From an optimization exercise on the open Yosys and OpenROAD flow, aimed at small area; shortcuts taken in it are not production practice.
At most, simulation tests tie the RTL to the original design; equivalence was not proved.
No functional check of the RTL was part of run 3.
Power figures rest on the tool's default switching activity, not on a simulated workload.

<file path="flow/design.v">
module rst_synch(RST_n, clk, rst_n);
input RST_n, clk;
output reg rst_n;
reg out1;
always @(posedge clk, negedge RST_n)
  if (!RST_n) begin
    out1 <= 1'b0;
    rst_n <= 1'b0;
  end else begin
    out1 <= 1'b1;
    rst_n <= out1;
  end
endmodule
module SPI_mstr16(clk, rst_n, wrt, MISO, SS_n, SCLK, done, busy, shft, bit_cnt, MISO_smpl, first_smpl);
input clk, rst_n, wrt, MISO;
output reg SS_n, done;
output SCLK;
output busy;			 
output reg shft;		 
output reg [3:0] bit_cnt;
output reg MISO_smpl;
output reg first_smpl;		 
localparam IDLE = 2'd0, FRONT = 2'd1, GO = 2'd2, BACK = 2'd3;
reg [1:0] state, nxt_state;
reg [4:0] sclk_div;
reg SS_n_d, en_SCLK, set_done;
wire [4:0] sclk_inc;
wire sclk_all1;
rc_inc #(5) u_sinc(.a(sclk_div), .ci(1'b1), .s(sclk_inc), .co(sclk_all1));
wire [3:0] bit_inc;
wire bit_all1;
rc_inc #(4) u_binc(.a(bit_cnt), .ci(1'b1), .s(bit_inc), .co(bit_all1));
assign SCLK = sclk_div[4];
wire smpl = ~sclk_div[4] & (&sclk_div[3:0]);
wire shft_nxt = sclk_all1;
assign busy = (state != IDLE);
always @(posedge clk, negedge rst_n)
	if(!rst_n) begin
		state <= IDLE;
		SS_n <= 1'b1;
	end else begin
		state <= nxt_state;
		SS_n <= SS_n_d;
	end
always @(posedge clk, negedge rst_n)
	if(!rst_n)
		sclk_div <= 5'h00;
	else if(SS_n)
		sclk_div <= 5'b10111;
	else if(en_SCLK)
		sclk_div <= sclk_inc;
always @(posedge clk, negedge rst_n)
	if(!rst_n)
		bit_cnt <= 4'h0;
	else if(SS_n)
		bit_cnt <= 4'h0;
	else if(shft & (state == GO))
		bit_cnt <= bit_inc;
always @(posedge clk, negedge rst_n)
	if(!rst_n)
		MISO_smpl <= 1'b0;
	else if(smpl)
		MISO_smpl <= MISO;
always @(posedge clk, negedge rst_n)
	if(!rst_n)
		first_smpl <= 1'b0;
	else if(shft & (state == GO) & (bit_cnt == 4'h0))
		first_smpl <= MISO_smpl;
always @(posedge clk, negedge rst_n)
	if(!rst_n)
		done <= 1'b0;
	else if(wrt & (state == IDLE))
		done <= 1'b0;
	else if(set_done)
		done <= 1'b1;
always @* begin
	nxt_state = state;
	SS_n_d = 1'b0;
	shft = 1'b0;
	en_SCLK = 1'b0;
	set_done = 1'b0;
	case(state)
	  IDLE : begin
		SS_n_d = ~wrt;
		en_SCLK = wrt;
		if(wrt) nxt_state = FRONT;
	  end
	  FRONT : begin
		en_SCLK = 1'b1;
		if(shft_nxt) nxt_state = GO;
	  end
	  GO : begin
		if(bit_all1) nxt_state = BACK;
		else begin
			en_SCLK = 1'b1;
			shft = shft_nxt;
		end
	  end
	  default : begin	 
		if(shft_nxt) begin
			nxt_state = IDLE;
			shft = 1'b1;
			SS_n_d = 1'b1;
			set_done = 1'b1;
		end else
			en_SCLK = 1'b1;
	  end
	endcase
end
endmodule
module A2D_intf(clk, rst_n, nxt, MISO, lft_ld, rght_ld, batt_low, a2d_SS_n, SCLK, MOSI);
input clk, rst_n, nxt;
input MISO;
output reg [11:0] lft_ld, rght_ld;
output batt_low;
output a2d_SS_n, SCLK, MOSI;
wire done, busy, shft, MISO_smpl, first_smpl;
wire [3:0] bit_cnt;
reg wrt, update;
reg [1:0] rnd_cnt;
reg [11:0] rd;		 
reg batt11;		 
SPI_mstr16 SPI(.clk(clk), .rst_n(rst_n), .wrt(wrt), .MISO(MISO), .SS_n(a2d_SS_n), .SCLK(SCLK),
		.done(done), .busy(busy), .shft(shft), .bit_cnt(bit_cnt), .MISO_smpl(MISO_smpl), .first_smpl(first_smpl));
wire [2:0] chnl = {rnd_cnt[0] | rnd_cnt[1], 1'b0, rnd_cnt[1]};
reg cmd_bit;
always @* begin
	case(bit_cnt)
	  4'd2: cmd_bit = chnl[2];
	  4'd3: cmd_bit = chnl[1];
	  4'd4: cmd_bit = chnl[0];
	  default: cmd_bit = 1'b0;
	endcase
end
assign MOSI = busy ? cmd_bit : first_smpl;
always @(posedge clk)
	if(shft)
		rd <= {rd[10:0], MISO_smpl};
always @(posedge clk, negedge rst_n)
	if(!rst_n)
		rnd_cnt <= 2'b00;
	else if(update)
		rnd_cnt <= {rnd_cnt[0], ~rnd_cnt[0] & ~rnd_cnt[1]};
always @(posedge clk, negedge rst_n)
	if(!rst_n)
		lft_ld <= 12'h000;
	else if(update & ~rnd_cnt[0] & ~rnd_cnt[1])
		lft_ld <= rd;
always @(posedge clk, negedge rst_n)
	if(!rst_n)
		rght_ld <= 12'h000;
	else if(update & rnd_cnt[0])
		rght_ld <= rd;
always @(posedge clk, negedge rst_n)
	if(!rst_n)
		batt11 <= 1'b0;
	else if(update & rnd_cnt[1])
		batt11 <= rd[11];
assign batt_low = ~batt11;
localparam IDLE = 2'd0, SEND_1ST = 2'd1, WAIT_1 = 2'd2, SEND_2ND = 2'd3;
reg [1:0] state, nxt_state;
always @(posedge clk, negedge rst_n)
	if(!rst_n)
		state <= IDLE;
	else
		state <= nxt_state;
always @* begin
	nxt_state = state;
	wrt = 1'b0;
	update = 1'b0;
	case(state)
	  IDLE : if(nxt) begin nxt_state = SEND_1ST; wrt = 1'b1; end
	  SEND_1ST : if(done) nxt_state = WAIT_1;
	  WAIT_1 : begin nxt_state = SEND_2ND; wrt = 1'b1; end
	  default : if(done) begin nxt_state = IDLE; update = 1'b1; end
	endcase
end
endmodule
module UART_rcv(clk, rst_n, RX, clr_rdy, rdy_g, rdy_s);
input clk, rst_n;
input RX;
input clr_rdy;
output rdy_g, rdy_s;		 
reg state;			 
reg [3:0] bit_cnt;
reg [11:0] baud_cnt;
reg rx_ff1, rx_ff2;
reg gm, sm;			 
wire [11:0] baud_dec;
wire baud_nz;
wire [12:0] br;
assign br[0] = 1'b1;
genvar i;
generate for (i = 0; i < 12; i = i + 1) begin : g
	assign baud_dec[i] = baud_cnt[i] ^ br[i];
	assign br[i+1] = ~baud_cnt[i] & br[i];
end endgenerate
wire shift = br[12];		 
wire [3:0] bit_inc;
wire bit_co;
rc_inc #(4) u_binc(.a(bit_cnt), .ci(1'b1), .s(bit_inc), .co(bit_co));
wire start = ~state & ~rx_ff2;
wire last = state & (bit_cnt == 4'b1010);
always @(posedge clk or negedge rst_n)
  if (!rst_n)
    state <= 1'b0;
  else if (start)
    state <= 1'b1;
  else if (last)
    state <= 1'b0;
always @(posedge clk or negedge rst_n)
  if (!rst_n)
    bit_cnt <= 4'b0000;
  else if (start)
    bit_cnt <= 4'b0000;
  else if (shift)
    bit_cnt <= bit_inc;
always @(posedge clk or negedge rst_n)
  if (!rst_n)
    baud_cnt <= 12'd1302;
  else if (start)
    baud_cnt <= 12'd1302;
  else if (shift)
    baud_cnt <= 12'd2604;
  else if (state)
    baud_cnt <= baud_dec;
reg exp_g, exp_s, dbit;
always @* begin
  dbit = 1'b1;
  exp_g = 1'b0;
  exp_s = 1'b0;
  case (bit_cnt)
    4'd1: begin exp_g = 1'b1; exp_s = 1'b1; end
    4'd2: begin exp_g = 1'b1; exp_s = 1'b1; end
    4'd3: begin exp_g = 1'b1; exp_s = 1'b0; end
    4'd4: begin exp_g = 1'b0; exp_s = 1'b0; end
    4'd5: begin exp_g = 1'b0; exp_s = 1'b1; end
    4'd6: begin exp_g = 1'b1; exp_s = 1'b1; end
    4'd7: begin exp_g = 1'b1; exp_s = 1'b1; end
    4'd8: begin exp_g = 1'b0; exp_s = 1'b0; end
    default: dbit = 1'b0;
  endcase
end
always @(posedge clk or negedge rst_n)
  if (!rst_n) begin
    gm <= 1'b0;
    sm <= 1'b0;
  end else if (start) begin
    gm <= 1'b1;
    sm <= 1'b1;
  end else if (clr_rdy) begin
    gm <= 1'b0;
    sm <= 1'b0;
  end else if (shift & dbit) begin
    gm <= gm & (rx_ff2 == exp_g);
    sm <= sm & (rx_ff2 == exp_s);
  end
always_ff @(posedge clk or negedge rst_n)
  if (!rst_n)
    begin
      rx_ff1 <= 1'b1;
      rx_ff2 <= 1'b1;
    end
  else
    begin
      rx_ff1 <= RX;
      rx_ff2 <= rx_ff1;
    end
assign rdy_g = ~state & gm;
assign rdy_s = ~state & sm;
endmodule
module Auth_blk(clk, rst_n, RX, rider_off, pwr_up);
input clk, rst_n, RX, rider_off;
output reg pwr_up;
wire g, s;
reg clr_rx_rdy;
UART_rcv RCV(.clk(clk), .rst_n(rst_n), .RX(RX), .clr_rdy(clr_rx_rdy), .rdy_g(g), .rdy_s(s));
localparam OFF = 2'd0, PWR1 = 2'd1, PWR2 = 2'd2;
reg [1:0] state, nxt_state;
always @(posedge clk, negedge rst_n)
	if(!rst_n)
		state <= OFF;
	else
		state <= nxt_state;
always @* begin
	nxt_state = OFF;
	pwr_up = 1'b0;
	clr_rx_rdy = 1'b0;
	case(state)
	  OFF : if(g) begin nxt_state = PWR1; pwr_up = 1'b1; clr_rx_rdy = 1'b1; end
	  PWR1 : begin
		pwr_up = 1'b1;
		if(s) begin nxt_state = PWR2; clr_rx_rdy = 1'b1; end
		else nxt_state = PWR1;
	  end
	  PWR2 : begin
		if(g) begin nxt_state = PWR1; pwr_up = 1'b1; clr_rx_rdy = 1'b1; end
		else if(!rider_off) begin nxt_state = PWR2; pwr_up = 1'b1; end
	  end
	  default : ;
	endcase
end
endmodule
module PWM11(clk, rst_n, cnt, duty, PWM_sig);
input clk, rst_n;
input [10:0] cnt;
input [10:0] duty;
output reg PWM_sig;
wire ge;
rc_carry #(11) u_cmp(.a(cnt), .b(~duty), .ci(1'b1), .co(ge));
always @(posedge clk, negedge rst_n)
  if(!rst_n)
    PWM_sig <= 1'b0;
  else if(ge)
    PWM_sig <= 1'b0;
  else if(~|cnt)
    PWM_sig <= 1'b1;
endmodule
module mtr_drv(clk, rst_n, cnt, lft_spd, rght_spd, lft_rev, rght_rev, PWM_rev_lft, PWM_rev_rght, PWM_frwrd_lft, PWM_frwrd_rght);
input clk, rst_n;
input [10:0] cnt;
input [10:0] lft_spd, rght_spd;
input lft_rev, rght_rev;
output PWM_rev_lft, PWM_rev_rght;
output PWM_frwrd_lft, PWM_frwrd_rght;
wire lft_pwm_sig, rght_pwm_sig;
assign PWM_rev_lft = lft_rev & lft_pwm_sig;
assign PWM_frwrd_lft = ~lft_rev & lft_pwm_sig;
assign PWM_rev_rght = rght_rev & rght_pwm_sig;
assign PWM_frwrd_rght = ~rght_rev & rght_pwm_sig;
PWM11 l_pwm(.clk(clk), .rst_n(rst_n), .cnt(cnt), .duty(lft_spd), .PWM_sig(lft_pwm_sig)),
      r_pwm(.clk(clk), .rst_n(rst_n), .cnt(cnt), .duty(rght_spd), .PWM_sig(rght_pwm_sig));
endmodule
module Piezo_Timer(clk, rst_n, reset, steer_en_tmr_full, cnt);
input clk, rst_n, reset;
output steer_en_tmr_full;
output reg [26:0] cnt;
wire [26:0] nxt;
wire [27:0] c;
assign c[0] = 1'b1;
genvar i;
generate for (i = 0; i < 27; i = i + 1) begin : g
	assign nxt[i] = cnt[i] ^ c[i];
	assign c[i+1] = cnt[i] & c[i];
end endgenerate
assign steer_en_tmr_full = c[15];	 
always @(posedge clk, negedge rst_n)
	if(!rst_n)
		cnt <= 27'h0;
	else if(reset)
		cnt <= 27'h0;
	else
		cnt <= nxt;
endmodule
module piezo(clk, rst_n, en_steer, ovr_spd, batt_low, steer_en_clr_tmr, piezo, piezo_n, steer_en_tmr_full);
input clk, rst_n, en_steer, ovr_spd, batt_low, steer_en_clr_tmr;
output piezo, piezo_n, steer_en_tmr_full;
wire wave;
wire [26:0] cnt;
wire any = en_steer | ovr_spd | batt_low;
Piezo_Timer piezo_timer(.clk(clk), .rst_n(rst_n), .reset(~any & steer_en_clr_tmr), .cnt(cnt), .steer_en_tmr_full(steer_en_tmr_full));
assign wave = 	(ovr_spd) ? (~cnt[12] & ~cnt[24]) :
		(en_steer) ? (~cnt[14] & ~cnt[25] & ~cnt[26]) : 1'b0;
assign piezo = (wave | (batt_low & ~cnt[15] & cnt[26] & ~cnt[25]));
assign piezo_n = any & ~piezo;
endmodule
module inertial_integrator(clk, rst_n, vld, ld_cmp, ptch_rt, AZ, ptch);
input clk, rst_n, vld, ld_cmp;
input [15:0] ptch_rt, AZ;
output [15:0] ptch;
reg [26:0] ptch_int;
reg [16:0] inc;
reg cmp;
assign ptch = ptch_int[26:11];
wire [26:0] ptch_int_nxt;
wire pn_co;
rc_add #(27) u_pn(.a(ptch_int), .b({{10{inc[16]}}, inc}), .ci(1'b0), .s(ptch_int_nxt), .co(pn_co));
wire [15:0] ptch_nxt = ptch_int_nxt[26:11];
wire [15:0] A;
wire a_co;
rc_add #(16) u_a(.a(AZ), .b(16'h0180), .ci(1'b0), .s(A), .co(a_co));
wire [25:0] As = {{10{A[15]}}, A};
wire [25:0] t1, t2, P;
wire t1_co, t2_co, p_co;
rc_add #(26) u_t1(.a({As[22:0], 3'b000}), .b(~As), .ci(1'b1), .s(t1), .co(t1_co));	 
rc_add #(26) u_t2(.a(t1), .b({As[19:0], 6'b000000}), .ci(1'b0), .s(t2), .co(t2_co));	 
rc_add #(26) u_p(.a(t2), .b({As[17:0], 8'h00}), .ci(1'b0), .s(P), .co(p_co));		 
wire [15:0] acc = {{3{P[25]}}, P[25:13]};
wire ge;
rc_carry #(16) u_ge(.a({~ptch_nxt[15], ptch_nxt[14:0]}), .b(~{~acc[15], acc[14:0]}), .ci(1'b1), .co(ge));
always @(posedge clk)
	if(ld_cmp)
		cmp <= ~ge;
wire [15:0] rtc;
wire rtc_co;
rc_add #(16) u_rtc(.a(ptch_rt), .b(16'hFC3E), .ci(1'b0), .s(rtc), .co(rtc_co));
wire [16:0] inc_nxt;
wire in_co;
rc_add #(17) u_in(.a(~{rtc[15], rtc}), .b({{6{~cmp}}, 1'b1, 10'h000}), .ci(1'b1), .s(inc_nxt), .co(in_co));
always @(posedge clk, negedge rst_n)
	if(!rst_n) begin
		ptch_int <= 27'h0;
		inc <= 17'h007C2;
	end else if(vld) begin
		ptch_int <= ptch_int_nxt;
		inc <= inc_nxt;
	end
endmodule
module inert_intf(clk, rst_n, vld, ptch, SS_n, SCLK, MOSI, MISO, INT, init_go);
  input clk, rst_n;
  input INT;
  input init_go;		 
  output vld;
  output [15:0] ptch;
  input MISO;
  output SS_n, SCLK, MOSI;
  reg INT1, INT_stable;
  reg [7:0] ptchL, ptchH, AZL;
  reg [7:0] rd;			 
  localparam INIT1 = 4'd0, INIT2 = 4'd1, INIT3 = 4'd2, INIT4 = 4'd3, WAIT = 4'd4,
	     RD1 = 4'd5, RD2 = 4'd6, RD3 = 4'd7, RD4 = 4'd8;
  reg [3:0] state, nxt_state;
  reg wrt;
  wire done, busy, shft, MISO_smpl, first_smpl;
  wire [3:0] bit_cnt;
  SPI_mstr16 iSPI(.clk(clk), .rst_n(rst_n), .wrt(wrt), .MISO(MISO), .SS_n(SS_n), .SCLK(SCLK),
		  .done(done), .busy(busy), .shft(shft), .bit_cnt(bit_cnt), .MISO_smpl(MISO_smpl), .first_smpl(first_smpl));
  inertial_integrator iINT(.clk(clk), .rst_n(rst_n), .vld(vld), .ld_cmp((state == RD3) & done),
			   .ptch_rt({ptchH, ptchL}), .AZ({rd, AZL}), .ptch(ptch));
  reg [15:0] cip;
  always @* begin
    case(state)
      INIT2: cip = 16'h0D02;
      INIT3: cip = 16'h1053;
      INIT4: cip = 16'h1150;
      WAIT:  cip = 16'h1460;
      RD1:   cip = 16'hA200;
      RD2:   cip = 16'hA300;
      RD3:   cip = 16'hAC00;
      RD4:   cip = 16'hAD00;
      default: cip = 16'h0D02;
    endcase
  end
  assign MOSI = busy ? cip[~bit_cnt] : first_smpl;
  always @(posedge clk)
    if(shft)
      rd <= {rd[6:0], MISO_smpl};
  always_ff@(posedge clk, negedge rst_n)
    if(!rst_n) begin
      INT1 <= 1'b0;
      INT_stable <= 1'b0;
    end else begin
      INT1 <= INT;
      INT_stable <= INT1;
    end
  always_ff@(posedge clk, negedge rst_n)
    if(!rst_n)
      state <= INIT1;
    else
      state <= nxt_state;
  always_comb begin
    wrt = 1'b0;
    nxt_state = state;
    case(state)
      INIT1: if(init_go) begin wrt = 1'b1; nxt_state = INIT2; end
      INIT2: if(done) begin wrt = 1'b1; nxt_state = INIT3; end
      INIT3: if(done) begin wrt = 1'b1; nxt_state = INIT4; end
      INIT4: if(done) begin wrt = 1'b1; nxt_state = WAIT; end
      WAIT:  if(done & INT_stable) begin wrt = 1'b1; nxt_state = RD1; end
      RD1:   if(done) begin wrt = 1'b1; nxt_state = RD2; end
      RD2:   if(done) begin wrt = 1'b1; nxt_state = RD3; end
      RD3:   if(done) begin wrt = 1'b1; nxt_state = RD4; end
      RD4:   if(done) nxt_state = WAIT;
      default: nxt_state = INIT1;
    endcase
  end
  assign vld = (state == RD4) & done;
  always_ff@(posedge clk)
    if((state == WAIT) & done & INT_stable)
      ptchL <= rd;
  always_ff@(posedge clk)
    if((state == RD1) & done)
      ptchH <= rd;
  always_ff@(posedge clk)
    if((state == RD2) & done)
      AZL <= rd;
endmodule
module balance_cntrl(clk, rst_n, vld, pwr_up, ptch, ld_cell_diff, rider_off, en_steer,
		     lft_spd, lft_rev, rght_spd, rght_rev, too_fast);
  input clk, rst_n;
  input vld;
  input pwr_up;
  input [15:0] ptch;
  input [11:0] ld_cell_diff;
  input rider_off;
  input en_steer;
  output [10:0] lft_spd;
  output lft_rev;
  output [10:0] rght_spd;
  output rght_rev;
  output too_fast;
  reg [17:0] full_integrator;
  reg [9:0] prev_ptch_err, intermediate;
  wire [9:0] e = ptch[15] ? (&ptch[14:9] ? ptch[9:0] : 10'h200) :
			     (|ptch[14:9] ? 10'h1FF : ptch[9:0]);
  wire [17:0] next_integrator;
  wire ni_co;
  rc_add #(18) u_int(.a(full_integrator), .b({{8{e[9]}}, e}), .ci(1'b0), .s(next_integrator), .co(ni_co));
  wire ov = (e[9] & full_integrator[17] & ~next_integrator[17]) |
	    (~e[9] & ~full_integrator[17] & next_integrator[17]);
  always @(posedge clk, negedge rst_n)
	if(!rst_n)
		full_integrator <= 18'h0;
	else if(rider_off | ~pwr_up)
		full_integrator <= 18'h0;
	else if(vld & ~ov)
		full_integrator <= next_integrator;
  always @(posedge clk, negedge rst_n)
	if(!rst_n) begin
		prev_ptch_err <= 10'h0;
		intermediate <= 10'h0;
	end
	else if(vld) begin
		prev_ptch_err <= intermediate;
		intermediate <= e;
	end
  wire [9:0] dd;
  wire dd_co;
  rc_add #(10) u_dd(.a(e), .b(~prev_ptch_err), .ci(1'b1), .s(dd), .co(dd_co));
  wire [6:0] d = dd[9] ? (&dd[8:6] ? dd[6:0] : 7'h40) :
			 (|dd[8:6] ? 7'h3F : dd[6:0]);
  wire [10:0] w;		 
  wire w_co;
  rc_add #(11) u_w(.a({e[9], e}), .b({{4{d[6]}}, d}), .ci(1'b0), .s(w), .co(w_co));
  wire [13:0] v1;
  wire v1_co;
  rc_add #(13) u_v1(.a({w, 2'b00}), .b({{6{d[6]}}, d}), .ci(1'b0), .s(v1[13:1]), .co(v1_co));
  assign v1[0] = 1'b0;
  wire [13:0] v;
  wire v_co;
  rc_add #(14) u_v(.a(v1), .b(~{{4{e[9]}}, e}), .ci(1'b1), .s(v), .co(v_co));
  wire [11:0] I = full_integrator[13:2];
  wire [14:0] pid;
  wire pid_co;
  rc_add #(14) u_pid(.a(v), .b({{3{I[11]}}, I[11:1]}), .ci(1'b0), .s(pid[14:1]), .co(pid_co));
  assign pid[0] = I[0];
  wire [8:0] st = ld_cell_diff[11:3];
  wire [14:0] st_l = en_steer ? ~{{6{st[8]}}, st} : 15'h0;	 
  wire [14:0] st_r = en_steer ?  {{6{st[8]}}, st} : 15'h0;
  wire [10:0] lspd_n, rspd_n;
  wire lrev_n, rrev_n;
  torque_shape u_l(.pid(pid), .x(st_l), .ci(en_steer), .spd(lspd_n), .rev(lrev_n));
  torque_shape u_r(.pid(pid), .x(st_r), .ci(1'b0), .spd(rspd_n), .rev(rrev_n));
  reg [10:0] lspd_f, rspd_f;
  reg lft_rev_f, rght_rev_f;
  always_ff@(posedge clk,negedge rst_n)
	if (!rst_n) begin
		lft_rev_f <= 0;
		lspd_f <= 0;
		rght_rev_f <= 0;
		rspd_f <= 0;
	end else begin
		lft_rev_f <= lrev_n;
		lspd_f <= lspd_n;
		rght_rev_f <= rrev_n;
		rspd_f <= rspd_n;
	end
  assign lft_rev = lft_rev_f;
  assign rght_rev = rght_rev_f;
  assign lft_spd = pwr_up ? lspd_f : 11'h0;
  assign rght_spd = pwr_up ? rspd_f : 11'h0;
  assign too_fast = pwr_up & ((lspd_f[10] & lspd_f[9] & (|lspd_f[8:0])) |
			      (rspd_f[10] & rspd_f[9] & (|rspd_f[8:0])));
endmodule
module torque_shape(input [14:0] pid, input [14:0] x, input ci, output [10:0] spd, output rev);
  wire [14:0] t;
  wire t_co;
  rc_add #(15) u_t(.a(pid), .b(x), .ci(ci), .s(t), .co(t_co));
  assign rev = t[14];
  wire [13:0] oc = t[13:0] ^ {14{t[14]}};	 
  wire big = (|oc[13:7]) | (oc[6] & (oc[5] | oc[4] | oc[3] | (oc[2] & (oc[1] | (rev & oc[0])))));
  wire [10:0] adj;
  wire adj_co;
  rc_add #(11) u_adj(.a(oc[10:0]), .b(11'd980), .ci(rev), .s(adj), .co(adj_co));
  wire sat = adj_co | (|oc[13:11]);
  wire [6:0] a;
  wire a_co;
  rc_inc #(7) u_a(.a(oc[6:0]), .ci(rev), .s(a), .co(a_co));
  wire [10:0] m;
  wire m_co;
  rc_add #(11) u_m(.a({a, 4'b0000}), .b(~{4'b0000, a}), .ci(1'b1), .s(m), .co(m_co));
  assign spd = big ? (sat ? 11'h7FF : adj) : m;
endmodule
module steer_en_SM(clk, rst_n, lft_load, rght_load, tmr_full, en_steer, rider_off, clr_tmr, load_cell_diff);
  input clk;
  input rst_n;
  input [11:0] lft_load, rght_load;
  input tmr_full;
  output reg en_steer;
  output reg rider_off;
  output reg clr_tmr;
  output [11:0] load_cell_diff;
  localparam IDLE = 2'd0, WAIT = 2'd1, STEER = 2'd2;
  reg [1:0] state, nxt_state;
  wire [11:0] sum_lo;
  wire sum_hi;
  rc_add #(12) u_sum(.a(lft_load), .b(rght_load), .ci(1'b0), .s(sum_lo), .co(sum_hi));
  wire [12:0] sum = {sum_hi, sum_lo};
  wire sum_gt_min = sum > 13'h220;
  wire sum_lt_min = sum < 13'h1E0;
  wire [11:0] dif;
  wire dif_co;
  rc_add #(12) u_dif(.a(lft_load), .b(~rght_load), .ci(1'b1), .s(dif), .co(dif_co));
  wire [11:0] dif_oc = dif ^ {12{dif[11]}};
  wire abs_co;
  rc_inc #(12) u_abs(.a(dif_oc), .ci(dif[11]), .s(load_cell_diff), .co(abs_co));
  wire diff_gt_1_4;
  rc_carry #(12) u_c14(.a(load_cell_diff), .b(~{1'b0, sum[12:2]}), .ci(1'b0), .co(diff_gt_1_4));
  wire [8:0] q = sum[12:4];
  wire [11:0] y_lo;
  wire y_co;
  rc_add #(12) u_y(.a(load_cell_diff), .b({3'b000, q}), .ci(1'b0), .s(y_lo), .co(y_co));
  wire [12:0] y = {y_co, y_lo};
  wire diff_gt_15_16;
  rc_carry #(9) u_c1516(.a(y[12:4]), .b(~q), .ci(|y[3:0]), .co(diff_gt_15_16));
  always_ff@(posedge clk, negedge rst_n)
    if(!rst_n)
      state <= IDLE;
    else
      state <= nxt_state;
  always_comb begin
    clr_tmr = 0;
    en_steer = 0;
    rider_off = 1;
    nxt_state = IDLE;
    case(state)
    IDLE: if(sum_gt_min) begin
      clr_tmr = 1;
      rider_off = 0;
      nxt_state = WAIT;
    end
    WAIT: if(sum_lt_min) begin
      rider_off = 1;
      nxt_state = IDLE;
    end
    else if(diff_gt_1_4) begin
      clr_tmr = 1;
      nxt_state = WAIT;
      rider_off = 0;
    end
    else if(tmr_full) begin
      en_steer = 1;
      nxt_state = STEER;
      rider_off = 0;
    end
    else begin
      nxt_state = WAIT;
      rider_off = 0;
    end
    STEER: if(sum_lt_min) begin
      rider_off = 1;
      nxt_state = IDLE;
    end
    else if(diff_gt_15_16) begin
      clr_tmr = 1;
      nxt_state = WAIT;
      rider_off = 0;
    end
    else begin
      en_steer = 1;
      nxt_state = STEER;
      rider_off = 0;
    end
    default: nxt_state = IDLE;
    endcase
  end
endmodule
module Segway(clk,RST_n,LED,INERT_SS_n,INERT_MOSI,
              INERT_SCLK,INERT_MISO,A2D_SS_n,A2D_MOSI,A2D_SCLK,
			  A2D_MISO,PWM_rev_rght,PWM_frwrd_rght,PWM_rev_lft,
			  PWM_frwrd_lft,piezo_n,piezo,INT,RX);
  input clk,RST_n;
  input INERT_MISO;
  input A2D_MISO;
  input INT;
  input RX;
  output [7:0] LED;
  output A2D_SS_n, INERT_SS_n;
  output A2D_MOSI, INERT_MOSI;
  output A2D_SCLK, INERT_SCLK;
  output PWM_rev_rght, PWM_frwrd_rght;
  output PWM_rev_lft, PWM_frwrd_lft;
  output piezo_n,piezo;
  wire rst_n;
  wire [11:0] lft_ld, rght_ld;
  wire batt_low;
  wire pwr_up;
  wire [15:0] ptch;
  wire vld;
  wire [10:0] lft_spd, rght_spd;
  wire lft_rev, rght_rev, too_fast;
  wire rider_off, en_steer;
  wire [11:0] load_cell_diff;
  wire steer_en_tmr_full, steer_en_clr_tmr;
  wire [15:0] tmr16;
  wire init_go;
  assign LED = ptch[15:8];
  free_tmr iTMR(.clk(clk), .rst_n(rst_n), .cnt(tmr16), .full(init_go));
  A2D_intf a2d_intf_DUT(.clk(clk), .rst_n(rst_n), .nxt(vld), .MISO(A2D_MISO),
			.lft_ld(lft_ld), .rght_ld(rght_ld), .batt_low(batt_low),
			.a2d_SS_n(A2D_SS_n), .SCLK(A2D_SCLK), .MOSI(A2D_MOSI));
  Auth_blk auth_blk_DUT(.clk(clk), .rst_n(rst_n), .RX(RX), .rider_off(rider_off), .pwr_up(pwr_up));
  mtr_drv mtr_drv_DUT(.clk(clk), .rst_n(rst_n), .cnt(tmr16[10:0]),
			.lft_spd(lft_spd), .rght_spd(rght_spd), .lft_rev(lft_rev), .rght_rev(rght_rev),
			.PWM_rev_lft(PWM_rev_lft), .PWM_rev_rght(PWM_rev_rght),
			.PWM_frwrd_lft(PWM_frwrd_lft), .PWM_frwrd_rght(PWM_frwrd_rght));
  piezo piezo_DUT(.clk(clk), .rst_n(rst_n), .en_steer(en_steer), .ovr_spd(too_fast),
			.batt_low(batt_low), .steer_en_clr_tmr(steer_en_clr_tmr),
			.piezo(piezo), .piezo_n(piezo_n), .steer_en_tmr_full(steer_en_tmr_full));
  inert_intf inert_intf_DUT(.clk(clk), .rst_n(rst_n), .INT(INT), .MISO(INERT_MISO), .init_go(init_go),
				.vld(vld), .ptch(ptch), .SS_n(INERT_SS_n), .SCLK(INERT_SCLK), .MOSI(INERT_MOSI));
  balance_cntrl balance_ctrl_DUT(.clk(clk), .rst_n(rst_n), .pwr_up(pwr_up), .vld(vld), .ptch(ptch),
				.ld_cell_diff(load_cell_diff), .rider_off(rider_off), .en_steer(en_steer),
				.lft_spd(lft_spd), .lft_rev(lft_rev), .rght_spd(rght_spd), .rght_rev(rght_rev),
				.too_fast(too_fast));
  steer_en_SM steer_en_DUT(.clk(clk), .rst_n(rst_n), .lft_load(lft_ld), .rght_load(rght_ld),
				.tmr_full(steer_en_tmr_full), .en_steer(en_steer), .rider_off(rider_off),
				.load_cell_diff(load_cell_diff), .clr_tmr(steer_en_clr_tmr));
  rst_synch iRST(.clk(clk), .RST_n(RST_n), .rst_n(rst_n));
endmodule
module rc_add #(parameter W = 8) (input [W-1:0] a, input [W-1:0] b, input ci, output [W-1:0] s, output co);
  wire [W:0] c;
  assign c[0] = ci;
  genvar i;
  generate for (i = 0; i < W; i = i + 1) begin : g
    wire p = a[i] ^ b[i];
    assign s[i] = p ^ c[i];
    assign c[i+1] = (a[i] & b[i]) | (p & c[i]);
  end endgenerate
  assign co = c[W];
endmodule
module rc_carry #(parameter W = 8) (input [W-1:0] a, input [W-1:0] b, input ci, output co);
  wire [W:0] c;
  assign c[0] = ci;
  genvar i;
  generate for (i = 0; i < W; i = i + 1) begin : g
    assign c[i+1] = (a[i] & b[i]) | ((a[i] | b[i]) & c[i]);
  end endgenerate
  assign co = c[W];
endmodule
module rc_inc #(parameter W = 8) (input [W-1:0] a, input ci, output [W-1:0] s, output co);
  wire [W:0] c;
  assign c[0] = ci;
  genvar i;
  generate for (i = 0; i < W; i = i + 1) begin : g
    assign s[i] = a[i] ^ c[i];
    assign c[i+1] = a[i] & c[i];
  end endgenerate
  assign co = c[W];
endmodule
module free_tmr(input clk, input rst_n, output reg [15:0] cnt, output full);
  wire [15:0] nxt;
  rc_inc #(16) u_inc(.a(cnt), .ci(1'b1), .s(nxt), .co(full));
  always @(posedge clk, negedge rst_n)
    if (!rst_n) cnt <= 16'h0;
    else cnt <= nxt;
endmodule
</file>
<file path="flow/constraint.sdc">
create_clock -name core_clock -period 20.0 [get_ports {clk}]
set_input_delay 4.0000 -clock core_clock [delete_from_list [all_inputs] [get_ports {clk}]]
set_output_delay 4.0000 -clock core_clock [all_outputs]
set_load 0.01 [all_outputs]
</file>
<file path="flow/config.mk">
export PLATFORM = sky130hd
export DESIGN_NAME = Segway
export DESIGN_NICKNAME = Segway
export VERILOG_FILES = /design/flow/design.v
export SDC_FILE = /design/flow/constraint.sdc
export NUM_CORES = 4
export LEC_CHECK = 0
export CAP_MARGIN = 20
export CORE_MARGIN = 2
export CORE_UTILIZATION = 40
export CTS_BUF_LIST = sky130_fd_sc_hd__clkbuf_16
export CTS_CLUSTER_DIAMETER = 100
export CTS_CLUSTER_SIZE = 30
export PLACE_DENSITY = 0.6
export SLEW_MARGIN = 20
</file>
<file path="flow/run.sh">
#!/bin/bash
# synth_recipe.tcl (not shown) runs the flow's synth.tcl, then flattens the netlist and writes it again
# the make line also repeats each setting of config.mk as NAME=value (left out here)
make -C /OpenROAD-flow-scripts/flow DESIGN_CONFIG=/design/flow/config.mk WORK_HOME=/design/flow/orfs CLKGATE_MAP_FILE= SYNTH_SCRIPT=/design/flow/synth_recipe.tcl finish
</file>
==> results of run 1 <==
[flip-flops by register name (all words and copies together), names as in the netlist, 10 cells and up]
register	flops
inert_intf_DUT.iINT.ptch_int	27
piezo_DUT.piezo_timer.cnt	27
balance_ctrl_DUT.full_integrator	18
inert_intf_DUT.iINT.inc	17
iTMR.cnt	16
a2d_intf_DUT.lft_ld	12
a2d_intf_DUT.rd	12
a2d_intf_DUT.rght_ld	12
auth_blk_DUT.RCV.baud_cnt	12
balance_ctrl_DUT.lspd_f	11
balance_ctrl_DUT.rspd_f	11
balance_ctrl_DUT.intermediate	10
balance_ctrl_DUT.prev_ptch_err	10
[path summary, 6_finish.rpt]
| kind | startpoint | endpoint | slack (ns) | cells after the start |
|---|---|---|---|---|
| max in group asynchronous | RST_n | iRST.rst_n | 16.24 | 1 |
| worst min-delay path | iRST.rst_n | inert_intf_DUT.iSPI.sclk_div[0] | 0.22 | 0 |
| worst min register to register | iRST.rst_n | inert_intf_DUT.iSPI.sclk_div[0] | 0.22 | 0 |
| worst max-delay path | a2d_intf_DUT.lft_ld[0] | balance_ctrl_DUT.rspd_f[10] | 0.76 | 71 |
| worst max register to register | a2d_intf_DUT.lft_ld[0] | balance_ctrl_DUT.rspd_f[10] | 0.76 | 71 |
| min in group core_clock | iRST.out1 | iRST.rst_n | 0.36 | 0 |
[synth_stat cells, types with 5 or more instances]
| cell | instances |
|---|---|
| mux2_2 | 18 |
| o211ai_1 | 8 |
| mux2i_1 | 31 |
| a31oi_1 | 16 |
| edfxtp_1 | 45 |
| buf_1 | 5 |
| a2bb2oi_1 | 10 |
| o31ai_1 | 5 |
| nand2b_1 | 18 |
| nor4b_1 | 5 |
| nor3_1 | 9 |
| dfstp_2 | 15 |
| buf_4 | 10 |
| maj3_1 | 20 |
| a22oi_1 | 15 |
| fa_1 | 204 |
| a211o_1 | 8 |
| nand3_1 | 10 |
| o41ai_1 | 5 |
| xnor2_1 | 39 |
| and2_1 | 17 |
| xor2_1 | 19 |
| ha_1 | 202 |
| nand2_1 | 181 |
| clkbuf_1 | 33 |
| nor4_1 | 7 |
| and3_1 | 7 |
| o22ai_1 | 8 |
| nand4_1 | 5 |
| a21oi_1 | 48 |
| o21ai_0 | 92 |
| nor2b_1 | 46 |
| dfrtp_1 | 228 |
| nor2_1 | 107 |
| inv_1 | 279 |
[metrics by stage]
stage	area (um^2)	std cells	total power, mW	setup TNS [ns]	hold WS (ns)
CTS	22050	2551	1.076	0	0.2334
global placement	21450	2520	0.6756	0	0.2249
global route	22170	2557	1.104	0	0.2598
detailed placement	21450	2520	0.6790	-0.4248	0.2300
floorplan	20460	1858	0.6656	0	0.3312
finish	22170	2557	1.053	0	0.2171
[worst max-delay path, delay by kind of cell, from the launching register on]
kind | cells | cell delay, ns
flops | 1 | 0.39
simple gates | 5 | 0.69
xor+xnor | 5 | 1.01
compound gates | 4 | 0.77
fa+ha+maj | 46 | 15.53
buf+inv | 11 | 0.82
[cell type report]
cell class	count	share of cell area, %
clock buffers	17	1.919
clock inverters	11	0.6038
inverters	281	4.774
multi-input cells	1236	53.21
flip-flops and latches	288	33.62
well taps	672	3.792
repair buffers	52	2.077
[per-layer routing]
layer	vias up	track usage, %
li1	6088	-
met1	6285	19.38
met2	101	24.62
met3	37	1.662
met4	0	2.681
met5	-	0
[power by group through the flow]
stage / Combinational [mW] / Sequential (mW) / Clock, mW
final: 0.0475 / 0.618 / 0.388
after global routing: 0.0567 / 0.620 / 0.427
after CTS: 0.0493 / 0.618 / 0.408
after detailed placement: 0.0491 / 0.630 / 0
after global placement: 0.0465 / 0.629 / 0
after floorplan: 0.0319 / 0.634 / 0
[placed cells by master (no fill, tap or decap), types with 10 or more instances in the layout]
master	netlist	routed
a21oi_1	48	48
a22oi_1	15	15
a2bb2oi_1	10	10
a31oi_1	16	16
and2_1	17	18
buf_4	10	25
clkbuf_16	0	17
clkdlybuf4s50_1	0	25
dfrtp_1	228	227
dfstp_2	15	15
edfxtp_1	45	45
fa_1	204	188
fa_2	0	16
ha_1	202	202
inv_1	279	280
maj3_1	20	20
mux2_2	18	18
mux2i_1	31	31
nand2_1	181	180
nand2b_1	18	18
nand3_1	10	10
nor2_1	107	107
nor2b_1	46	46
o21ai_0	92	92
xnor2_1	39	37
xor2_1	19	16
[kinds of logic (layout without fill, tap and decap cells)]
family	after synthesis	count (layout)	share of synthesized area, %
fa+ha+maj	426	426	33.30
other cells	1	1	0.01834
simple gates	433	433	9.770
compound gates	263	263	8.412
buf+inv	334	361	6.448
flops	288	288	36.43
mux	50	50	2.582
xor+xnor	63	63	3.034
[repair_timing]
| action | in CTS | in global routing |
|---|---|---|
| gates resized for setup | 4 | 24 |
| setup endpoints to repair | 3 | 22 |
| cloned | 0 | 0 |
| setup buffers | 3 | 6 |
| pin swaps | 2 | 7 |
==> flow_summary.json, run 1 <==
{
  "p_leak_nw": 10.67,
  "fillers": 4736,
  "start_util_pct": 40.68,
  "cts_buffers": 16,
  "fmaxAchievable_mhz": 51.97,
  "fin_crit_ns": 19.24,
  "intPower_mw": 0.7978,
  "cp-end-kind": "flip-flop",
  "finalWorstSetupSlack_ns": 0.7571,
  "synth_area_leaders": "dfrtp_1 28%, fa_1 20%, ha_1 12%, edfxtp_1 6.6%, inv_1 5.1%",
  "cts_tree": "built",
  "rsz0062_at_grt": "false",
  "required_ns": 20.46,
  "worstSetupPathType": "flip-flop to flip-flop",
  "p_clk_share_pct": 36.8,
  "cpMaxStageDelayCell": "fa_1",
  "p_sw_mw": 0.2551,
  "syn_inst": 1858,
  "post_drt_wl_per_cell_um": 14.08,
  "nets": 2287,
  "cpMostUsedCell": "fa_1",
  "p_per_area_nw_per_um2": 47.49,
  "detail_route.vias_per_cell": 4.893,
  "hp-class": "flip-flop to asynchronous set/reset pin",
  "clock_latency_ns": 0.53,
  "dieArea_um2": 52960,
  "utilization_pct": 44.10,
  "drive_above_1_share_pct": 6.950,
  "gp_congestion": 0.8277,
  "ys_seq_area_share_pct": 36.43,
  "postRouteAntennaNets": 0,
  "syn_area_um2": 20450,
  "clkSinkCount": 288,
  "yosysWarnings": 12,
  "synth_top_flop_cell": "dfrtp_1",
  "dp_hpwl_um": 27690,
  "cts_max_level": 1,
  "start_kind": "flip-flop",
  "rows": 82,
  "antenna_found_initial": 0,
  "wl_met2_um": 18090,
  "p_sw_share_pct": 24.23,
  "cp.arrival_ns": 19.71,
  "fin_crit_sh_pct": 96.21,
  "finClkSkew_ns": 0.02889,
  "setup_viol": 0,
  "synth-seq-cells": 288,
  "grt_pass1_vias": 13052,
  "synth_edf_count": 45,
  "ir_drop_uv": 41.24,
  "die_width_um": 230.1,
  "num_vias": 12511,
  "wl_met1_um": 16550,
  "dr.pass1.iters": 6,
  "multi_input_area_um2": 11800,
  "final_max_slew_viol_count": 0,
  "cts_buffer_depth": 3,
  "synthToLayoutAreaGrowth_pct": 8.406,
  "place_ws_ns": -0.2623,
  "synth_top_cell_area_share_pct": 27.90,
  "io_pins": 26,
  "avgSynthCellArea_um2": 11.01,
  "dr_wl_met3_um": 723,
  "numPortBuffers": 25,
  "n_antenna_cell": 0,
  "grt_pass1_wl_um": 63610,
  "cp_slowest_stage_delay_ns": 0.46,
  "drc": 0,
  "drtIter0Drc": 616,
  "highest_layer": "met4",
  "track_usage_pct": 14.23,
  "final-seq-area_um2": 7455,
  "clk_pin_slew_ns": 0.11,
  "grt_start_max_net_pins": 98,
  "grt.overflow.total": 0,
  "synth_top_cell_by_area": "dfrtp_1",
  "synth_cell_types": 82,
  "async_reset_ff_share_pct": 84.38,
  "cp_max_fo": 5,
  "pwr-share-seq_pct": 58.7,
  "cts_root_buffer": "clkbuf_16",
  "p_comb_share_pct": 4.5,
  "drt-total-wl_um": 36010,
  "worst_slew_pin_slew_ns": 0.9774,
  "die_h_um": 230.1,
  "relSlewSlack_pct": 34.84,
  "max_cap_violations": 0,
  "postCtsHoldBufs": 0,
  "coreArea_um2": 50270,
  "status": "complete, no violations",
  "synth_nets": 2270,
  "hold_violations": 0
}
==> run 2, diff against run 1 <==
--- a/flow/config.mk
+++ b/flow/config.mk
@@ -9,7 +9,4 @@
 export CORE_MARGIN = 2
 export CORE_UTILIZATION = 40
-export CTS_BUF_LIST = sky130_fd_sc_hd__clkbuf_16
-export CTS_CLUSTER_DIAMETER = 100
-export CTS_CLUSTER_SIZE = 30
 export PLACE_DENSITY = 0.6
 export SLEW_MARGIN = 20
==> flow_summary.json, run 2 <==
{
  "reg.largest.list": "inert_intf_DUT.iINT.ptch_int (27), piezo_DUT.piezo_timer.cnt (27), balance_ctrl_DUT.full_integrator (18)",
  "numPortBuffers": 25,
  "grt_start_max_net_pins": 98,
  "start_util_pct": 40.68,
  "die_width_um": 230.1,
  "required_ns": 20.46,
  "final_max_slew_viol_count": 0,
  "cp_slowest_stage_delay_ns": 0.46,
  "synth_nets": 2270,
  "cts_max_level": 2,
  "postRouteAntennaNets": 0,
  "setup_viol": 0,
  "hold_violations": 0,
  "fin_crit_sh_pct": 96.40,
  "dieArea_um2": 52960,
  "drive_above_1_share_pct": 8.077,
  "clkSinkCount": 288,
  "final_common_cell": "inv_1",
  "worst_slew_pin_slew_ns": 0.9490,
  "ir_drop_uv": 47.06,
  "rows": 82,
  "fillers": 4688,
  "synth_top_cell_by_area": "dfrtp_1",
  "cts_tree": "built",
  "path_delay_family": "adder cells",
  "cts_root_buffer": "clkbuf_16",
  "cts_buffer_depth": 3,
  "start_kind": "flip-flop",
  "cp-end-kind": "flip-flop",
  "syn_inst": 1858,
  "nets": 2305,
  "final-seq-area_um2": 7455,
  "postCtsHoldBufs": 0,
  "drc": 0,
  "post_drt_wl_per_cell_um": 14.16,
  "antenna_found_initial": 0,
  "max_cap_violations": 0,
  "cp_max_fo": 5,
  "grt.overflow.total": 0,
  "num_vias": 12624,
  "n_antenna_cell": 0,
  "grt_pass1_vias": 13360,
  "cp_num_buf_inv": 11,
  "holdWs_ns": 0.2192,
  "top_usage_layer": "met2",
  "io_pins": 26,
  "total_power_mw": 1.313,
  "synth-seq-cells": 288,
  "drtIter0Drc": 622,
  "avgSynthCellArea_um2": 11.01,
  "die_h_um": 230.1,
  "grt_pass1_wl_um": 64610,
  "p_leak_nw": 10.96,
  "synthAdderAreaFrac_pct": 33.30,
  "detail_route.vias_per_cell": 4.872,
  "synthMuxAreaShare_pct": 2.582,
  "synth_top_cell_area_share_pct": 27.90,
  "drt-total-wl_um": 36680,
  "coreArea_um2": 50270,
  "cpMostUsedCell": "fa_1",
  "synth_top_family_by_area": "adder cells",
  "synth_cell_types": 82,
  "synth_top_flop_cell": "dfrtp_1",
  "track_usage_pct": 14.59,
  "synthToLayoutAreaGrowth_pct": 11.34,
  "fmaxAchievable_mhz": 51.87,
  "yosysWarnings": 12,
  "final_cell_mix": "276 x inv_1, 227 x dfrtp_1, 202 x ha_1",
  "cts_buffers": 35,
  "clock_latency_ns": 0.55,
  "dr.pass1.iters": 4,
  "hp-class": "flip-flop to asynchronous set/reset pin",
  "finClkSkew_ns": 0.03327,
  "fin_crit_ns": 19.28,
  "synth_compound_area_share_pct": 8.412,
  "synth_edf_count": 45,
  "cp.arrival_ns": 19.74,
  "clk_pin_slew_ns": 0.06,
  "gp_congestion": 0.8277,
  "cpMaxStageDelayCell": "fa_1",
  "synth_simple_gate_area_share_pct": 9.770,
  "syn_area_um2": 20450,
  "status": "complete, no violations",
  "synth_xor_area_share_pct": 3.034,
  "grt_use_met1_pct": 19.47,
  "synth_area_leaders": "dfrtp_1 28%, fa_1 20%, ha_1 12%, edfxtp_1 6.6%, inv_1 5.1%",
  "grt_use_met2_pct": 24.65,
  "multi_input_area_um2": 11800,
  "relSlewSlack_pct": 35.93,
  "utilization_pct": 45.30,
  "synth_common_cells": "279 x inv_1, 228 x dfrtp_1, 204 x fa_1",
  "p_per_area_nw_per_um2": 57.67,
  "dp_hpwl_um": 27690,
  "async_reset_ff_share_pct": 84.38,
  "ys_seq_area_share_pct": 36.43,
  "yosysMostFrequentCell": "inv_1",
  "worstSetupPathType": "flip-flop to flip-flop",
  "met3_usage_pct": 2.480
}
-- run 2: kinds of logic after synthesis --
kind of cell,count (synthesis)
AND/OR/NAND/NOR,433
adder cells (fa/ha/maj),426
buffers and inverters,334
flip-flops,288
AO/OA/AOI/OAI,263
XOR/XNOR,63
multiplexers,50
other,1
-- run 2: layer usage --
| layer | up-vias | part of all wire, % |
|---|---|---|
| met3 | 48 | 3.0 |
| met4 | 0 | 1.9 |
| met1 | 6299 | 46 |
| met2 | 130 | 49 |
| met5 | - | 0 |
| li1 | 6147 | - |
-- run 2: layout make-up --
cell class                 count  share of cell area, %
timing repair buffer          51                  1.989
sequential                   288                  32.74
clock buffer                  49                  4.209
inverter                     281                  4.648
clock inverter                14                 0.9286
tap                          672                  3.692
multi-input combinational   1236                  51.80
-- run 2: worst register-to-register path: cells and delay by family (launching register included) --
| kind | cells | cell delay, ns |
|---|---|---|
| AO/OA/AOI/OAI | 4 | 0.77 |
| AND/OR/NAND/NOR | 5 | 0.69 |
| adder cells (fa/ha/maj) | 46 | 15.55 |
| XOR/XNOR | 5 | 1.01 |
| buffers and inverters | 11 | 0.81 |
| flip-flops | 1 | 0.38 |
-- run 2: path summary, 6_finish.rpt --
kind | startpoint | endpoint | slack (ns) | cells after the start
max in group asynchronous | RST_n | iRST.rst_n | 16.25 | 1
min reg2reg | iRST.rst_n | inert_intf_DUT.state[3] | 0.22 | 0
min in group core_clock | iRST.out1 | iRST.rst_n | 0.35 | 0
max | a2d_intf_DUT.lft_ld[0] | balance_ctrl_DUT.rspd_f[10] | 0.72 | 71
max reg2reg | a2d_intf_DUT.lft_ld[0] | balance_ctrl_DUT.rspd_f[10] | 0.72 | 71
min | iRST.rst_n | inert_intf_DUT.state[3] | 0.22 | 0
-- run 2: power breakdown --
group,switching (mW),internal (mW)
clock network,0.257,0.390
logic,0.0282,0.0194
registers,0.00763,0.611
total,0.292,1.02
-- run 2: repair_timing --
action,in CTS,in global routing
pin swaps,2,7
endpoints found under the setup margin,3,22
buffers inserted,3,5
resized for setup,4,23
-- run 2: per-stage QoR --
stage | cell area, um^2 | std cells | setup WS [ns] | setup TNS [ns]
4_1_cts | 22660 | 2586 | 0.005318 | 0
5_1_grt | 22770 | 2591 | -0.01146 | -0.02239
3_5_place_dp | 21450 | 2520 | -0.2623 | -0.4248
6_report | 22770 | 2591 | 0.7192 | 0
3_3_place_gp | 21450 | 2520 | 0.2294 | 0
2_1_floorplan | 20460 | 1858 | 0.03155 | 0
==> run 3, diff against run 2 <==
--- a/flow/design.v
+++ b/flow/design.v
@@ -45,20 +45,21 @@
 always @(posedge clk, negedge rst_n)
 	if(!rst_n)
-		sclk_div <= 5'h00;
+		sclk_div[4] <= 1'b0;
 	else if(SS_n)
-		sclk_div <= 5'b10111;
+		sclk_div[4] <= 1'b1;
 	else if(en_SCLK)
-		sclk_div <= sclk_inc;
-always @(posedge clk, negedge rst_n)
-	if(!rst_n)
-		bit_cnt <= 4'h0;
-	else if(SS_n)
+		sclk_div[4] <= sclk_inc[4];
+always @(posedge clk)
+	if(SS_n)
+		sclk_div[3:0] <= 4'b0111;
+	else if(en_SCLK)
+		sclk_div[3:0] <= sclk_inc[3:0];
+always @(posedge clk)
+	if(SS_n)
 		bit_cnt <= 4'h0;
 	else if(shft & (state == GO))
 		bit_cnt <= bit_inc;
-always @(posedge clk, negedge rst_n)
-	if(!rst_n)
-		MISO_smpl <= 1'b0;
-	else if(smpl)
+always @(posedge clk)
+	if(smpl)
 		MISO_smpl <= MISO;
 always @(posedge clk, negedge rst_n)
@@ -209,15 +210,11 @@
   else if (last)
     state <= 1'b0;
-always @(posedge clk or negedge rst_n)
-  if (!rst_n)
-    bit_cnt <= 4'b0000;
-  else if (start)
+always @(posedge clk)
+  if (start)
     bit_cnt <= 4'b0000;
   else if (shift)
     bit_cnt <= bit_inc;
-always @(posedge clk or negedge rst_n)
-  if (!rst_n)
-    baud_cnt <= 12'd1302;
-  else if (start)
+always @(posedge clk)
+  if (start)
     baud_cnt <= 12'd1302;
   else if (shift)
@@ -446,12 +443,8 @@
     if(shft)
       rd <= {rd[6:0], MISO_smpl};
-  always_ff@(posedge clk, negedge rst_n)
-    if(!rst_n) begin
-      INT1 <= 1'b0;
-      INT_stable <= 1'b0;
-    end else begin
-      INT1 <= INT;
-      INT_stable <= INT1;
-    end
+  always_ff@(posedge clk) begin
+    INT1 <= INT;
+    INT_stable <= INT1;
+  end
   always_ff@(posedge clk, negedge rst_n)
     if(!rst_n)
@@ -509,8 +502,6 @@
   wire ov = (e[9] & full_integrator[17] & ~next_integrator[17]) |
 	    (~e[9] & ~full_integrator[17] & next_integrator[17]);
-  always @(posedge clk, negedge rst_n)
-	if(!rst_n)
-		full_integrator <= 18'h0;
-	else if(rider_off | ~pwr_up)
+  always @(posedge clk)
+	if(rider_off | ~pwr_up)
 		full_integrator <= 18'h0;
 	else if(vld & ~ov)
@@ -545,25 +536,24 @@
   rc_add #(14) u_pid(.a(v), .b({{3{I[11]}}, I[11:1]}), .ci(1'b0), .s(pid[14:1]), .co(pid_co));
   assign pid[0] = I[0];
-  wire [8:0] st = ld_cell_diff[11:3];
-  wire [14:0] st_l = en_steer ? ~{{6{st[8]}}, st} : 15'h0;	 
-  wire [14:0] st_r = en_steer ?  {{6{st[8]}}, st} : 15'h0;
+  wire [11:0] dif = ld_cell_diff;
+  wire [14:0] D8 = {{6{dif[11]}}, dif[11:3]};
+  wire nz = |dif[2:0];
+  wire neg = dif[11] & (|dif[10:0]);
+  wire [14:0] st_l = en_steer ? (neg ? D8 : ~D8) : 15'h0;
+  wire [14:0] st_r = en_steer ? (neg ? ~D8 : D8) : 15'h0;
+  wire ci_l = en_steer & (neg ? nz : 1'b1);
+  wire ci_r = en_steer & neg & ~nz;
   wire [10:0] lspd_n, rspd_n;
   wire lrev_n, rrev_n;
-  torque_shape u_l(.pid(pid), .x(st_l), .ci(en_steer), .spd(lspd_n), .rev(lrev_n));
-  torque_shape u_r(.pid(pid), .x(st_r), .ci(1'b0), .spd(rspd_n), .rev(rrev_n));
+  torque_shape u_l(.pid(pid), .x(st_l), .ci(ci_l), .spd(lspd_n), .rev(lrev_n));
+  torque_shape u_r(.pid(pid), .x(st_r), .ci(ci_r), .spd(rspd_n), .rev(rrev_n));
   reg [10:0] lspd_f, rspd_f;
   reg lft_rev_f, rght_rev_f;
-  always_ff@(posedge clk,negedge rst_n)
-	if (!rst_n) begin
-		lft_rev_f <= 0;
-		lspd_f <= 0;
-		rght_rev_f <= 0;
-		rspd_f <= 0;
-	end else begin
+  always_ff@(posedge clk) begin
 		lft_rev_f <= lrev_n;
 		lspd_f <= lspd_n;
 		rght_rev_f <= rrev_n;
 		rspd_f <= rspd_n;
-	end
+  end
   assign lft_rev = lft_rev_f;
   assign rght_rev = rght_rev_f;
@@ -612,13 +602,13 @@
   wire dif_co;
   rc_add #(12) u_dif(.a(lft_load), .b(~rght_load), .ci(1'b1), .s(dif), .co(dif_co));
-  wire [11:0] dif_oc = dif ^ {12{dif[11]}};
-  wire abs_co;
-  rc_inc #(12) u_abs(.a(dif_oc), .ci(dif[11]), .s(load_cell_diff), .co(abs_co));
+  wire sgn = dif[11];
+  wire [11:0] dif_oc = dif ^ {12{sgn}};
+  assign load_cell_diff = dif;	 
   wire diff_gt_1_4;
-  rc_carry #(12) u_c14(.a(load_cell_diff), .b(~{1'b0, sum[12:2]}), .ci(1'b0), .co(diff_gt_1_4));
+  rc_carry #(12) u_c14(.a(dif_oc), .b(~{1'b0, sum[12:2]}), .ci(sgn), .co(diff_gt_1_4));
   wire [8:0] q = sum[12:4];
   wire [11:0] y_lo;
   wire y_co;
-  rc_add #(12) u_y(.a(load_cell_diff), .b({3'b000, q}), .ci(1'b0), .s(y_lo), .co(y_co));
+  rc_add #(12) u_y(.a(dif_oc), .b({3'b000, q}), .ci(sgn), .s(y_lo), .co(y_co));
   wire [12:0] y = {y_co, y_lo};
   wire diff_gt_15_16;
--- a/flow/config.mk
+++ b/flow/config.mk
@@ -9,4 +9,7 @@
 export CORE_MARGIN = 2
 export CORE_UTILIZATION = 40
+export CTS_BUF_LIST = sky130_fd_sc_hd__clkbuf_8
+export CTS_CLUSTER_DIAMETER = 80
+export CTS_CLUSTER_SIZE = 16
 export PLACE_DENSITY = 0.6
 export SLEW_MARGIN = 20
==> flow_summary.json, run 3 <==
{
  "track_usage_pct": 14.82,
  "post_drt_wl_per_cell_um": 14.22,
  "drive_above_1_share_pct": 6.589,
  "dr.pass1.iters": 5,
  "synth_area_leaders": "fa_1 20%, dfrtp_1 19%, ha_1 12%, dfxtp_1 7.7%, edfxtp_1 6.9%",
  "grt_start_max_net_pins": 85,
  "hold_violations": 0,
  "final_common_cell": "inv_1",
  "clk_pin_slew_ns": 0.11,
  "synth_cell_types": 80,
  "syn_area_um2": 20440,
  "cts_root_buffer": "clkbuf_8",
  "synth-seq-cells": 291,
  "async_reset_ff_share_pct": 56.70,
  "p_sw_mw": 0.2761,
  "p_comb_share_pct": 6.0,
  "start_util_pct": 40.66,
  "cts_tree": "built",
  "p_sw_share_pct": 26.15,
  "numPortBuffers": 25,
  "synthToLayoutAreaGrowth_pct": 7.890,
  "cts_max_level": 1,
  "avgSynthCellArea_um2": 10.53,
  "drtIter0Drc": 712,
  "synth_edf_count": 47,
  "finClkSkew_ns": 0.02258,
  "grt_pass1_vias": 13554,
  "cp-end-kind": "flip-flop",
  "worst_slew_pin_slew_ns": 0.9430,
  "start_kind": "flip-flop",
  "cts_buffer_depth": 3,
  "gp_congestion": 0.8306,
  "fin_crit_sh_pct": 95.85,
  "hp-class": "flip-flop to asynchronous set/reset pin",
  "final_cell_mix": "290 x inv_1, 203 x fa_1, 190 x nand2_1",
  "holdWs_ns": 0.2900,
  "worstSetupPathType": "flip-flop to flip-flop",
  "grt.overflow.total": 0,
  "cp_slowest_stage_delay_ns": 0.48,
  "rows": 82,
  "intPower_mw": 0.7798,
  "fmaxAchievable_mhz": 52.17,
  "coreArea_um2": 50270,
  "required_ns": 20.50,
  "postRouteAntennaNets": 0,
  "total_power_mw": 1.056,
  "setup_viol": 0,
  "r2r_start": "a2d_intf_DUT.lft_ld[0]",
  "nets": 2351,
  "status": "complete, no violations",
  "synth_top_cell_area_share_pct": 19.98,
  "synth_top_flop_cell": "dfrtp_1",
  "grt_pass1_wl_um": 66100,
  "cp.arrival_ns": 19.67,
  "postCtsHoldBufs": 0,
  "p_per_area_nw_per_um2": 47.87,
  "max_cap_violations": 0,
  "pwr-share-seq_pct": 59.5,
  "synth_nets": 2340,
  "relSlewSlack_pct": 36.83,
  "yosysWarnings": 12,
  "die_h_um": 230.1,
  "fin_crit_ns": 19.17,
  "r2r_end": "balance_ctrl_DUT.lspd_f[10]",
  "cts_buffers": 26,
  "dp_hpwl_um": 29080,
  "final_max_slew_viol_count": 0,
  "ir_drop_uv": 47.73,
  "reg.largest.list": "inert_intf_DUT.iINT.ptch_int (27), piezo_DUT.piezo_timer.cnt (27), balance_ctrl_DUT.full_integrator (18)",
  "io_pins": 26,
  "cpMostUsedCell": "fa_1",
  "drc": 0,
  "r2r_slack_ns": 0.83,
  "clkSinkCount": 291,
  "clock_latency_ns": 0.63,
  "antenna_found_initial": 0,
  "dieArea_um2": 52930,
  "die_width_um": 230.1,
  "synth_common_cells": "278 x inv_1, 204 x fa_1, 190 x nand2_1",
  "p_leak_nw": 10.04,
  "yosysMostFrequentCell": "inv_1",
  "detail_route.vias_per_cell": 4.871,
  "r2r_cells": 70,
  "ys_seq_area_share_pct": 34.90,
  "n_antenna_cell": 0,
  "cpMaxStageDelayCell": "fa_2",
  "critPathLaunch": "a2d_intf_DUT.lft_ld[0]",
  "synth_top_cell_by_area": "fa_1",
  "cp-endpoint": "balance_ctrl_DUT.lspd_f[10]",
  "syn_inst": 1942,
  "cp_max_fo": 9,
  "p_clk_share_pct": 34.5,
  "num_vias": 12885,
  "drt-total-wl_um": 37620
}
==> run 3: cell count changes in the layout (fill, tap and decap cells not counted), sizes merged, moves of 14 or more <==
cell	change
dfrtp	-73
ha	-14
clkbuf	-22
dfxtp	+79
nor2	+19
a211oi	+20
==> run 3: kinds of logic (layout without fill, tap and decap cells) <==
family,Yosys count,in the layout,synth area share [%]
DFF,291,291,34.90
other,1,1,0.01834
and+or+nand+nor,480,480,10.99
xor gates and xnor gates,68,68,3.109
buffers and inverters,347,378,6.684
muxes,39,39,2.069
adders and majority gates,414,414,32.57
AOI/OAI and AO/OA,302,302,9.665
==> run 3: layer usage <==
layer	up-vias	track usage [%]	wire length, um
met2	137	25.67	18240
met5	-	0	0
met3	58	1.823	870
met4	0	3.972	1003
li1	6387	-	-
met1	6303	19.61	17510
==> run 3: per-stage QoR <==
stage          setup slack, ns  setup TNS (ns)  instances  util (%)  instance area [um^2]
2_1_floorplan           0.6251               0       1942         -                 20440
3_3_place_gp            0.3114               0       2590     42.55                 21390
3_5_place_dp          -0.05072         -0.1088       2590     42.56                 21400
4_1_cts                 0.1085               0       2638     43.61                 21930
5_1_grt             -0.0002913      -0.0003499       2645     43.87                 22050
6_report                0.8305               0       2645     43.87                 22050
==> run 3: final cells by class <==
cell class,count,area [um^2]
clock buffer,27,371.6
sequential,291,7138
fill,4799,28220
clock inverter,21,150.1
tap,672,840.8
inverter,278,1044
timing repair buffer,52,452.9
multi-input combinational,1304,12060
==> run 3: how the worst min path moves through the flow <==
stage | slack, ns | startpoint | endpoint
2_1_floorplan | 0.31 | inert_intf_DUT.INT1 | inert_intf_DUT.INT_stable
3_3_place_gp | 0.30 | iRST.rst_n | inert_intf_DUT.iSPI.state[1]
3_5_place_dp | 0.30 | iRST.rst_n | inert_intf_DUT.iSPI.state[0]
4_1_cts | 0.32 | iRST.rst_n | inert_intf_DUT.iSPI.state[1]
5_1_grt | 0.34 | iRST.rst_n | a2d_intf_DUT.SPI.sclk_div[4]
6_report | 0.29 | iRST.rst_n | a2d_intf_DUT.SPI.state[1]
==> run 3: power groups by stage <==
stage | combinational (mW) | sequential [mW] | clock [mW]
2_1_floorplan | 0.0470 | 0.641 | 0
3_3_place_gp | 0.0588 | 0.640 | 0
3_5_place_dp | 0.0646 | 0.641 | 0
4_1_cts | 0.0647 | 0.629 | 0.384
5_1_grt | 0.0751 | 0.632 | 0.406
6_report | 0.0630 | 0.629 | 0.364
==> run 3: timing repair <==
item | CTS | global route
gates resized for setup | 1 | 9
setup buffers | 0 | 7
setup endpoints to repair | 4 | 22
pin swaps | 0 | 3
endpoints found under the hold margin | 0 | 0
==> run 3: worst max-delay path, delay by kind of cell, from the launching register on <==
family | cells | cell delay [ns]
AND/OR/NAND/NOR | 5 | 0.84
buffers and inverters | 10 | 0.67
flip-flops | 1 | 0.39
XOR/XNOR | 5 | 0.98
adder cells (fa/ha/maj) | 45 | 15.10
AO/OA/AOI/OAI | 5 | 1.06

port drivers added, routing unchanged:
In the flow no input, the clock included, has a driving cell. The finished layouts below were timed again as built, in two steps.
Step 1 (the two cells are an assumption about what drives the block):
set clk [get_ports {clk}]
set_driving_cell -lib_cell sky130_fd_sc_hd__clkbuf_16 $clk
set_driving_cell -lib_cell sky130_fd_sc_hd__buf_2 [delete_from_list [all_inputs] $clk]
Step 2 moves the port delays by t, midway between the first and last clock arrival at a register: inputs arrive t later, outputs are due t later. That takes back most of the time a late clock gives input paths.
Slacks: no drivers / after step 1 / after step 2; pairs: no drivers / after step 1.
run | t, ns | setup slack, ns | hold WS [ns] | latest minus earliest clock arrival (ns) | worst register clock-pin slew, ns
run 1 | 0.574 | 0.757 / 0.757 / 0.757 | 0.217 / 0.217 / 0.217 | 0.029 / 0.029 | 0.12 / 0.12
run 2 | 0.591 | 0.719 / 0.719 / 0.719 | 0.219 / 0.219 / 0.219 | 0.033 / 0.033 | 0.06 / 0.06
run 3 | 0.674 | 0.831 / 0.831 / 0.831 | 0.290 / 0.290 / 0.290 | 0.025 / 0.026 | 0.11 / 0.11
After both steps every run listed still meets setup and hold.
